This is an optimization exercise on Yosys and OpenROAD, whose aim is small area, not a production implementation.
Only simulation tests tie the RTL to the original design; equivalence was not proved.
Power figures rest on the tool's default switching activity, not on a simulated workload.

## top_fft_iter
module top_fft_iter (
	input  wire        CLK,
	input  wire        RST,
	input  wire        EN,
	input  wire [15:0] i_DATA_R,
	input  wire [15:0] i_DATA_I,
	input  wire        i_WR_DATA,
	input  wire        IN_FIFO_RST,
	output wire        FULL,
	output wire [15:0] o_DATA_R,
	output wire [15:0] o_DATA_I,
	output wire        VALID
);
clock: 9.0 ns
lec_check: 0
cap_margin: 10
core_margin: 2
core_utilization: 50
cts_buf_list: sky130_fd_sc_hd__clkbuf_8
cts_cluster_diameter: 60
cts_cluster_size: 16
slew_margin: 10
standard.sh (not shown) runs the stock make flow with config.mk's settings and CLKGATE_MAP_FILE= SYNTH_SCRIPT=/design/flow/synth_recipe.tcl, a recipe that flattens the netlist after the stock synthesis.
==> flow/flow/run.sh <==
#!/bin/bash
# The standard layout (standard.sh: the standard flow's synthesis, floorplan, placement,
# CTS, routing), with one change: clock tree synthesis inserts no dummy
# loads and uses the clustering given here.
set -euo pipefail
export CTS_ARGS="-sink_clustering_enable -repair_clock_nets -dont_use_dummy_load -sink_clustering_size 16 -sink_clustering_max_diameter 60 -buf_list sky130_fd_sc_hd__clkbuf_8"
bash standard.sh > standard.log 2>&1
Edit:
==> flow/run.sh (new file) <==
#!/bin/bash
# synth_recipe.tcl (not shown) runs the flow's synth.tcl, then flattens the netlist and writes it again
# the make line also repeats each setting of config.mk as NAME=value (left out here)
make -C /OpenROAD-flow-scripts/flow DESIGN_CONFIG=/design/flow/config.mk WORK_HOME=/design/flow/orfs CLKGATE_MAP_FILE= SYNTH_SCRIPT=/design/flow/synth_recipe.tcl finish
Settings changed: CAP_MARGIN 10 to 20, CORE_UTILIZATION 50 to 40, CTS_BUF_LIST sky130_fd_sc_hd__clkbuf_8 to sky130_fd_sc_hd__clkbuf_4, CTS_CLUSTER_DIAMETER 60 to not set, CTS_CLUSTER_SIZE 16 to not set, SLEW_MARGIN 10 to 20.
removed: flow/flow/run.sh
removed: flow/standard.sh
Count of clock-buffer cells in the layout is higher by 924.
Total power rises by about a fifth.
Global-route usage shrinks by 5.3 points.
Critical path depth increases by 1.
Design area climbs by a few percent.

---

Starting RTL as in the previous note.
==> flow/config.mk <==
export PLATFORM = sky130hd
export DESIGN_NAME = top_fft_iter
export DESIGN_NICKNAME = top_fft_iter
export VERILOG_FILES = /design/flow/design.v
export SDC_FILE = /design/flow/constraint.sdc
export NUM_CORES = 4
export LEC_CHECK = 0
export CAP_MARGIN = 20
export CORE_MARGIN = 2
export CORE_UTILIZATION = 40
export CTS_BUF_LIST = sky130_fd_sc_hd__clkbuf_8
export CTS_CLUSTER_DIAMETER = 60
export CTS_CLUSTER_SIZE = 16
export SLEW_MARGIN = 20
==> flow/constraint.sdc <==
create_clock -name core_clock -period 9.0 [get_ports {CLK}]
set_input_delay 1.8000 -clock core_clock [delete_from_list [all_inputs] [get_ports {CLK}]]
set_output_delay 1.8000 -clock core_clock [all_outputs]
set_load 0.01 [all_outputs]
run.sh (not shown) runs the stock make flow with config.mk's settings and CLKGATE_MAP_FILE= SYNTH_SCRIPT=/design/flow/synth_recipe.tcl, a recipe that flattens the netlist after the stock synthesis.
Stock flow here: none of the scripts above is used.
The first run completed without violations.
Then changed:
==> flow/flow/run.sh (new file) <==
#!/bin/bash
# The standard layout (standard.sh: the standard flow's synthesis, floorplan, placement,
# CTS, routing), with one change: clock tree synthesis inserts no dummy
# loads and uses the clustering given here.
set -euo pipefail
export CTS_ARGS="-sink_clustering_enable -repair_clock_nets -dont_use_dummy_load -sink_clustering_size 16 -sink_clustering_max_diameter 60 -buf_list sky130_fd_sc_hd__clkbuf_8"
bash standard.sh > standard.log 2>&1
==> flow/standard.sh (new file) <==
#!/bin/bash
# synth_recipe.tcl (not shown) runs the flow's synth.tcl, then flattens the netlist and writes it again
# the make line also repeats each setting of config.mk as NAME=value (left out here)
make -C /OpenROAD-flow-scripts/flow DESIGN_CONFIG=/design/flow/config.mk WORK_HOME=/design/flow/orfs CLKGATE_MAP_FILE= SYNTH_SCRIPT=/design/flow/synth_recipe.tcl "${@:-finish}"
removed: flow/run.sh
- The new run completed with no timing, DRC or antenna violations
- routed wire length hardly moves
- cell area went down by 0.98%
- count of clock-buffer cells in the layout goes down by 16
- via count hardly moves
- register-to-register slack got worse by 0.03 ns
Then changed:
==> flow/run.sh (new file) <==
#!/bin/bash
# synth_recipe.tcl (not shown) runs the flow's synth.tcl, then flattens the netlist and writes it again
# the make line also repeats each setting of config.mk as NAME=value (left out here)
make -C /OpenROAD-flow-scripts/flow DESIGN_CONFIG=/design/flow/config.mk WORK_HOME=/design/flow/orfs CLKGATE_MAP_FILE= SYNTH_SCRIPT=/design/flow/synth_recipe.tcl finish
- CTS_CLUSTER_DIAMETER: 60 -> default
- CTS_CLUSTER_SIZE: 16 -> default
removed: flow/flow/run.sh
removed: flow/standard.sh
Result:
- critical path depth shrinks by 1
- wire length grows by 1.6%
- die area does not change
- utilization grows by 1.8 points

afterwards: timing with drivers on the ports:
The flow's constraints put no driver on any port. The routed layouts listed below were extracted and timed again, unchanged, in two steps. Step 1: set_driving_cell puts a clkbuf_16 on CLK and a buf_2 on each other input, an assumption about the parent block. Step 2 also shifts input and output timing later by t, the mid clock arrival at the registers, as if the neighbouring blocks saw the same clock. a / b / c = ideal ports / drivers / drivers and shift; a / b = the first two.
| run | shift t [ns] | slack for setup (ns) | hold slack, ns | worst slew at a driven data input, ns | pins driven straight from the clock port |
|---|---|---|---|---|---|
| the first run of note 1 | 1.097 | 0.544 / 0.544 / 0.544 | 0.355 / 0.355 / 0.355 | 0.18 | 1 |
| the second run of note 1 | 1.593 | 0.511 / 0.511 / 0.511 | 0.374 / 0.374 / 0.374 | 0.16 | 1 |
| the first run of note 2 | 1.134 | 0.528 / 0.528 / 0.528 | 0.406 / 0.406 / 0.406 | 0.15 | 1 |
| the second run of note 2 | 1.110 | 0.494 / 0.494 / 0.494 | 0.368 / 0.368 / 0.368 | 0.14 | 1 |
| the third run of note 2 | 1.221 | 0.526 / 0.526 / 0.526 | 0.385 / 0.385 / 0.385 | 0.14 | 1 |
After both steps setup and hold are still met in every run listed.
